Background: an optimization exercise with open tools, aiming at small area, a short achievable clock period and few clock cycles per item. Do not read the settings as production practice. Where RTL was checked, it was by simulation tests only, not by an equivalence proof against the original. The clock input has no modelled driver; a real chip could not lean on it and would need a root buffer or a full tree. Power is estimated from default activity; no workload was simulated.

## MS
==> module LBP, before the edit <==
module LBP (
	input  clk,
	input  reset,
	output reg [13:0] gray_addr,
	output reg        gray_req,
	input             gray_ready,
	input      [7:0]  gray_data,
	output reg        lbp_valid,
	output reg [13:0] lbp_addr,
	output reg [7:0]  lbp_data,
	output reg        finish
);
	localparam H = 8;            
	wire [6:0] row = gray_addr[13:7];
	wire [6:0] col = gray_addr[6:0];
	reg  [2:0] s;                
	reg        endc;             
	reg        ends;             
	reg        last;             
	wire [6:0] row_step = {{4{endc}}, {2{ends}}, 1'b1};
	always @(posedge clk) begin
		if (reset) begin
			gray_req  <= 1'b0;
			lbp_valid <= 1'b0;
			finish    <= 1'b0;
		end else begin
			gray_req  <= gray_ready & ~finish & ~(gray_req & last);
			lbp_valid <= gray_req & (s >= 3'd2) & (col >= 7'd2);
			if (gray_req & last) finish <= 1'b1;
		end
	end
	always @(posedge clk) begin
		if (gray_req) begin
			{gray_addr[6:0], s} <= {col, s} + 10'd1;
			gray_addr[13:7] <= row + row_step;
		end else begin
			{gray_addr, s} <= 17'd0;
		end
	end
	always @(posedge clk) begin
		endc <= (s == 3'd6);
		ends <= (s == 3'd6) & (col == 7'd127);
		last <= (s == 3'd6) & (col == 7'd127) & (row == 7'd126);
	end
	reg [7:0] d [0:H];
	integer i;
	always @(posedge clk) begin
		d[0] <= gray_data;
		for (i = 1; i <= H; i = i + 1) d[i] <= d[i-1];
	end
	function [1:0] cmp3;
		input [7:0] a, b;
		reg [7:0] g1, p1;
		reg [3:0] g2, p2;
		reg [1:0] g4, p4;
		reg       g8, p8;
		integer k;
		begin
			g1 = a & ~b; p1 = a | ~b;
			for (k = 0; k < 4; k = k + 1) begin
				g2[k] = g1[2*k+1] | (p1[2*k+1] & g1[2*k]);
				p2[k] = p1[2*k+1] & p1[2*k];
			end
			for (k = 0; k < 2; k = k + 1) begin
				g4[k] = g2[2*k+1] | (p2[2*k+1] & g2[2*k]);
				p4[k] = p2[2*k+1] & p2[2*k];
			end
			g8 = g4[1] | (p4[1] & g4[0]);
			p8 = p4[1] & p4[0];
			cmp3 = {g8 | p8, ~g8};
		end
	endfunction
	function [1:0] cmp3f;
		input [7:0] a, b;
		reg [7:0] g1, p1;
		reg [1:0] g4, p4;
		reg       g8, p8;
		integer k;
		begin
			g1 = a & ~b; p1 = a | ~b;
			for (k = 0; k < 2; k = k + 1) begin
				g4[k] = g1[4*k+3] | (p1[4*k+3] & g1[4*k+2]) | (p1[4*k+3] & p1[4*k+2] & g1[4*k+1])
				      | (p1[4*k+3] & p1[4*k+2] & p1[4*k+1] & g1[4*k]);
				p4[k] = &p1[4*k+3 -: 4];
			end
			g8 = g4[1] | (p4[1] & g4[0]);
			p8 = p4[1] & p4[0];
			cmp3f = {g8 | p8, ~g8};
		end
	endfunction
	wire [7:0] c = d[H];
	wire ge_dg, le_dg, ge_hz, le_hz, ge_ad, le_ad, ge_vt, le_vt;
	assign {ge_dg, le_dg} = cmp3f(gray_data, c);
	assign {ge_hz, le_hz} = cmp3(d[0], c);
	assign {ge_ad, le_ad} = cmp3(d[1], c);
	assign {ge_vt, le_vt} = cmp3(d[H-1], c);
	reg [H:0]   q_dg;    
	reg [H-1:0] q_hz;
	reg [H-2:0] q_ad;
	reg         q_vt;
	always @(posedge clk) begin
		q_dg <= {q_dg[H-1:0], le_dg};
		q_hz <= {q_hz[H-2:0], le_hz};
		q_ad <= {q_ad[H-3:0], le_ad};
		q_vt <= le_vt;
	end
	always @(posedge clk) begin
		lbp_addr <= {row - 7'd1, col - 7'd1};
		lbp_data <= {ge_dg, ge_vt, q_ad[H-2], ge_hz, q_hz[H-1], ge_ad, q_vt, q_dg[H]};
	end
endmodule
clock: 4.0 ns
lec_check: 0
cap_margin: 20
core_margin: 2
core_utilization: 60
setup_slack_margin: 2.45
slew_margin: 20
standard.sh (not shown) runs the stock make flow with config.mk's settings and CLKGATE_MAP_FILE= SYNTH_SCRIPT=/design/flow/synth_recipe.tcl, a recipe that flattens the netlist after the stock synthesis.
==> flow/flow/run.sh <==
#!/bin/bash
# The standard layout, with plain buf_1 port buffers and a two-level
# inverter clock tree: after CTS, flow/mytree2.tcl replaces the tree with
# N1 first-level inverters fed from the clock port and N2 second-level
# inverters, each driving one cluster of flip-flops. Timing repair then
# runs after global routing as usual.
set -euo pipefail
HERE=$(pwd)
bash standard.sh finish \
  "BUFFER_PORTS_ARGS=-buffer_cell sky130_fd_sc_hd__buf_1" \
  "SKIP_CTS_REPAIR_TIMING=1" \
  "POST_CTS_TCL=$HERE/flow/mytree2.tcl" \
  "MYTREE_N1=4" "MYTREE_N2=8"  > standard_flow.log 2>&1
Other scripts of this flow, unchanged in this note and not shown: flow/flow/mytree2.tcl
In summary, MS completed successfully, with a layout that passed the timing, design-rule and antenna checks.
### MS -> JK
--- a/flow/design.v
+++ b/flow/design.v
@@ -49,52 +49,32 @@
 		d[0] <= gray_data;
 		for (i = 1; i <= H; i = i + 1) d[i] <= d[i-1];
 	end
-	function [1:0] cmp3;
+	function [1:0] tcmp;
 		input [7:0] a, b;
-		reg [7:0] g1, p1;
-		reg [3:0] g2, p2;
-		reg [1:0] g4, p4;
-		reg       g8, p8;
+		reg [7:0] g, e;
+		reg [3:0] g2, e2;
+		reg [1:0] g4, e4;
 		integer k;
 		begin
-			g1 = a & ~b; p1 = a | ~b;
+			g = a & ~b; e = ~(a ^ b);
 			for (k = 0; k < 4; k = k + 1) begin
-				g2[k] = g1[2*k+1] | (p1[2*k+1] & g1[2*k]);
-				p2[k] = p1[2*k+1] & p1[2*k];
+				g2[k] = g[2*k+1] | (e[2*k+1] & g[2*k]);
+				e2[k] = e[2*k+1] & e[2*k];
 			end
 			for (k = 0; k < 2; k = k + 1) begin
-				g4[k] = g2[2*k+1] | (p2[2*k+1] & g2[2*k]);
-				p4[k] = p2[2*k+1] & p2[2*k];
+				g4[k] = g2[2*k+1] | (e2[2*k+1] & g2[2*k]);
+				e4[k] = e2[2*k+1] & e2[2*k];
 			end
-			g8 = g4[1] | (p4[1] & g4[0]);
-			p8 = p4[1] & p4[0];
-			cmp3 = {g8 | p8, ~g8};
-		end
-	endfunction
-	function [1:0] cmp3f;
-		input [7:0] a, b;
-		reg [7:0] g1, p1;
-		reg [1:0] g4, p4;
-		reg       g8, p8;
-		integer k;
-		begin
-			g1 = a & ~b; p1 = a | ~b;
-			for (k = 0; k < 2; k = k + 1) begin
-				g4[k] = g1[4*k+3] | (p1[4*k+3] & g1[4*k+2]) | (p1[4*k+3] & p1[4*k+2] & g1[4*k+1])
-				      | (p1[4*k+3] & p1[4*k+2] & p1[4*k+1] & g1[4*k]);
-				p4[k] = &p1[4*k+3 -: 4];
-			end
-			g8 = g4[1] | (p4[1] & g4[0]);
-			p8 = p4[1] & p4[0];
-			cmp3f = {g8 | p8, ~g8};
+			tcmp = {g4[1] | (e4[1] & g4[0]), e4[1] & e4[0]};
 		end
 	endfunction
 	wire [7:0] c = d[H];
-	wire ge_dg, le_dg, ge_hz, le_hz, ge_ad, le_ad, ge_vt, le_vt;
-	assign {ge_dg, le_dg} = cmp3f(gray_data, c);
-	assign {ge_hz, le_hz} = cmp3(d[0], c);
-	assign {ge_ad, le_ad} = cmp3(d[1], c);
-	assign {ge_vt, le_vt} = cmp3(d[H-1], c);
+	wire [1:0] r_dg = tcmp(gray_data, c), r_hz = tcmp(d[0], c);
+	wire [1:0] r_ad = tcmp(d[1], c),      r_vt = tcmp(d[H-1], c);
+	wire ge_dg = r_dg[1] | r_dg[0],  le_dg = ~r_dg[1];
+	wire ge_hz = r_hz[1] | r_hz[0],  le_hz = ~r_hz[1];
+	wire ge_ad = r_ad[1] | r_ad[0],  le_ad = ~r_ad[1];
+	wire ge_vt = r_vt[1] | r_vt[0],  le_vt = ~r_vt[1];
 	reg [H:0]   q_dg;    
 	reg [H-1:0] q_hz;
 	reg [H-2:0] q_ad;
--- outcome ---
- JK finished every stage and its layout cleared the timing, design-rule and antenna checks.
- Hold slack for JK: 5.9 ps up relative to MS
- Area used by sequential logic in the layout: JK vs MS — no meaningful difference
- Share of the clock period used by the worst path after layout (lower): JK
- Footprint of the multi-input gates went up by more than a quarter going from MS to JK.
- Reported for MS and JK, count of buffers from port buffering turned out identical to the last digit.
- Going from MS to JK, the die area was enlarged.
- | later-pin clock latency in the skew report | JK vs MS | ≈ equal |
- Of MS and JK, the lower top achievable clock speed belongs to MS.
Testbench counts of JK, summed over its fixed seeds: cycles 344,080, images 16.
Only the layout flow was run in MS; the RTL was not checked for function there. No run of this note takes its clock network from TritonCTS; it comes from the design's own scripts or RTL.

* * *

The RTL this note starts from:
==> flow/design.v <==
`timescale 1ns/10ps
module LBP (
	input  clk,
	input  reset,
	output reg [13:0] gray_addr,
	output reg        gray_req,
	input             gray_ready,
	input      [7:0]  gray_data,
	output reg        lbp_valid,
	output reg [13:0] lbp_addr,
	output reg [7:0]  lbp_data,
	output reg        finish
);
	localparam H = 8;            
	wire [6:0] row = gray_addr[13:7];
	wire [6:0] col = gray_addr[6:0];
	reg  [2:0] s;                
	reg        endc;             
	reg        ends;             
	reg        last;             
	wire [6:0] row_step = {{4{endc}}, {2{ends}}, 1'b1};
	always @(posedge clk) begin
		if (reset) begin
			gray_req  <= 1'b0;
			lbp_valid <= 1'b0;
			finish    <= 1'b0;
		end else begin
			gray_req  <= gray_ready & ~finish & ~(gray_req & last);
			lbp_valid <= gray_req & (s >= 3'd2) & (col >= 7'd2);
			if (gray_req & last) finish <= 1'b1;
		end
	end
	always @(posedge clk) begin
		if (gray_req) begin
			{gray_addr[6:0], s} <= {col, s} + 10'd1;
			gray_addr[13:7] <= row + row_step;
		end else begin
			{gray_addr, s} <= 17'd0;
		end
	end
	always @(posedge clk) begin
		endc <= (s == 3'd6);
		ends <= (s == 3'd6) & (col == 7'd127);
		last <= (s == 3'd6) & (col == 7'd127) & (row == 7'd126);
	end
	reg [7:0] d [0:H];
	integer i;
	always @(posedge clk) begin
		d[0] <= gray_data;
		for (i = 1; i <= H; i = i + 1) d[i] <= d[i-1];
	end
	function [1:0] tcmp;
		input [7:0] a, b;
		reg [7:0] g, e;
		reg [3:0] g2, e2;
		reg [1:0] g4, e4;
		integer k;
		begin
			g = a & ~b; e = ~(a ^ b);
			for (k = 0; k < 4; k = k + 1) begin
				g2[k] = g[2*k+1] | (e[2*k+1] & g[2*k]);
				e2[k] = e[2*k+1] & e[2*k];
			end
			for (k = 0; k < 2; k = k + 1) begin
				g4[k] = g2[2*k+1] | (e2[2*k+1] & g2[2*k]);
				e4[k] = e2[2*k+1] & e2[2*k];
			end
			tcmp = {g4[1] | (e4[1] & g4[0]), e4[1] & e4[0]};
		end
	endfunction
	wire [7:0] c = d[H];
	wire [1:0] r_dg = tcmp(gray_data, c), r_hz = tcmp(d[0], c);
	wire [1:0] r_ad = tcmp(d[1], c),      r_vt = tcmp(d[H-1], c);
	wire ge_dg = r_dg[1] | r_dg[0],  le_dg = ~r_dg[1];
	wire ge_hz = r_hz[1] | r_hz[0],  le_hz = ~r_hz[1];
	wire ge_ad = r_ad[1] | r_ad[0],  le_ad = ~r_ad[1];
	wire ge_vt = r_vt[1] | r_vt[0],  le_vt = ~r_vt[1];
	reg [H:0]   q_dg;    
	reg [H-1:0] q_hz;
	reg [H-2:0] q_ad;
	reg         q_vt;
	always @(posedge clk) begin
		q_dg <= {q_dg[H-1:0], le_dg};
		q_hz <= {q_hz[H-2:0], le_hz};
		q_ad <= {q_ad[H-3:0], le_ad};
		q_vt <= le_vt;
	end
	always @(posedge clk) begin
		lbp_addr <= {row - 7'd1, col - 7'd1};
		lbp_data <= {ge_dg, ge_vt, q_ad[H-2], ge_hz, q_hz[H-1], ge_ad, q_vt, q_dg[H]};
	end
endmodule
export LEC_CHECK = 0
export CAP_MARGIN = 20
export CORE_MARGIN = 2
export CORE_UTILIZATION = 60
export SETUP_SLACK_MARGIN = 2.55
export SLEW_MARGIN = 20
export TNS_END_PERCENT = 20
create_clock -name core_clock -period 4.0 [get_ports {clk}]
Scripts as last shown in full above: flow/flow/run.sh
Other scripts of this flow, unchanged in this note and not shown: flow/flow/mytree2.tcl
The starting point produced a clean layout.
Testbench counts at the start, summed over its fixed seeds: cycles 344,080, images 16.
Change:
==> flow/design.v (replaced) <==
`timescale 1ns/10ps
module LBP (
	input  clk,
	input  reset,
	output reg [13:0] gray_addr,
	output reg        gray_req,
	input             gray_ready,
	input      [7:0]  gray_data,
	output reg        lbp_valid,
	output reg [13:0] lbp_addr,
	output reg [7:0]  lbp_data,
	output reg        finish
);
	localparam H = 8;            
	wire [6:0] row = gray_addr[13:7];
	wire [6:0] col = gray_addr[6:0];
	reg  [2:0] s;                
	reg        endc;             
	reg        ends;             
	reg        last;             
	wire [6:0] row_step = {{4{endc}}, {2{ends}}, 1'b1};
	reg run;
	always @(posedge clk) begin
		if (reset) begin
			gray_req  <= 1'b0;
			run       <= 1'b0;
			lbp_valid <= 1'b0;
			finish    <= 1'b0;
		end else begin
			gray_req  <= gray_ready & ~finish & ~(gray_req & last);
			run       <= gray_ready & ~finish & ~(run & last);
			lbp_valid <= run & (s >= 3'd2) & (col >= 7'd2);
			if (run & last) finish <= 1'b1;
		end
	end
	always @(posedge clk) begin
		if (run) begin
			{gray_addr[6:0], s} <= {col, s} + 10'd1;
			gray_addr[13:7] <= row + row_step;
		end else begin
			{gray_addr, s} <= 17'd0;
		end
	end
	always @(posedge clk) begin
		endc <= (s == 3'd6);
		ends <= (s == 3'd6) & (col == 7'd127);
		last <= (s == 3'd6) & (col == 7'd127) & (row == 7'd126);
	end
	reg [7:0] d [0:H];
	integer i;
	always @(posedge clk) begin
		d[0] <= gray_data;
		for (i = 1; i <= H; i = i + 1) d[i] <= d[i-1];
	end
	function [1:0] cmp3;
		input [7:0] a, b;
		reg [7:0] g1, p1;
		reg [3:0] g2, p2;
		reg [1:0] g4, p4;
		reg       g8, p8;
		integer k;
		begin
			g1 = a & ~b; p1 = a | ~b;
			for (k = 0; k < 4; k = k + 1) begin
				g2[k] = g1[2*k+1] | (p1[2*k+1] & g1[2*k]);
				p2[k] = p1[2*k+1] & p1[2*k];
			end
			for (k = 0; k < 2; k = k + 1) begin
				g4[k] = g2[2*k+1] | (p2[2*k+1] & g2[2*k]);
				p4[k] = p2[2*k+1] & p2[2*k];
			end
			g8 = g4[1] | (p4[1] & g4[0]);
			p8 = p4[1] & p4[0];
			cmp3 = {g8 | p8, ~g8};
		end
	endfunction
	wire [7:0] c = d[H];
	wire ge_dg, le_dg, ge_hz, le_hz, ge_ad, le_ad, ge_vt, le_vt;
	assign {ge_dg, le_dg} = cmp3(gray_data, c);
	assign {ge_hz, le_hz} = cmp3(d[0], c);
	assign {ge_ad, le_ad} = cmp3(d[1], c);
	assign {ge_vt, le_vt} = cmp3(d[H-1], c);
	reg [H:0]   q_dg;    
	reg [H-1:0] q_hz;
	reg [H-2:0] q_ad;
	reg         q_vt;
	always @(posedge clk) begin
		q_dg <= {q_dg[H-1:0], le_dg};
		q_hz <= {q_hz[H-2:0], le_hz};
		q_ad <= {q_ad[H-3:0], le_ad};
		q_vt <= le_vt;
	end
	always @(posedge clk) begin
		lbp_addr <= {row - 7'd1, col - 7'd1};
		lbp_data <= {ge_dg, ge_vt, q_ad[H-2], ge_hz, q_hz[H-1], ge_ad, q_vt, q_dg[H]};
	end
endmodule
What happened: Wire length went up by about 8%; sequential share of layout area rose by 2.0 points; cell count goes down by 0.77%; hold slack degrades by 0.0065 ns; design area falls by about 3%; sequential cell count is higher by 1; power came out lower by about 0.3%; die area went down by about 2.5%; global-route usage climbs by 1.7 points; setup slack got worse by 0.060 ns; clock power hardly moves.
Testbench counts after the change, summed over its fixed seeds: cycles 344,080, images 16.
No run of this note takes its clock network from TritonCTS; it comes from the design's own scripts or RTL.

==> port drivers added, routing unchanged <==
Ports are ideal in the flow. The routed layouts listed here were re-timed in OpenROAD.
Step 1 assumes that a clkbuf_16 drives the clock port and a buf_2 every other input.
Step 2 moves the port delays by t, midway between the first and last clock arrival at a register: inputs arrive t later, outputs are due t later. That takes back most of the time a late clock gives input paths.
Slacks: ideal / step 1 / step 2; pairs: ideal / step 1.
run	t, ns	setup slack, ns	worst setup path after step 2	clock arrival spread, ns	cell pins on the clock port's net
MS	0.253	2.325 / 2.344 / 2.179	input to register	0.017 / 0.017	4
JK	0.247	2.422 / 2.290 / 2.291	input to register	0.016 / 0.015	4
the first run of note 2	0.253	2.437 / 2.289 / 2.305	input to register	0.011 / 0.012	4
the second run of note 2	0.257	2.376 / 2.234 / 2.243	input to register	0.019 / 0.018	4
After both steps every run listed still meets setup and hold. For MS, which loses most, drivers alone change the setup slack by +0.019 ns; drivers and shift together by -0.146 ns.
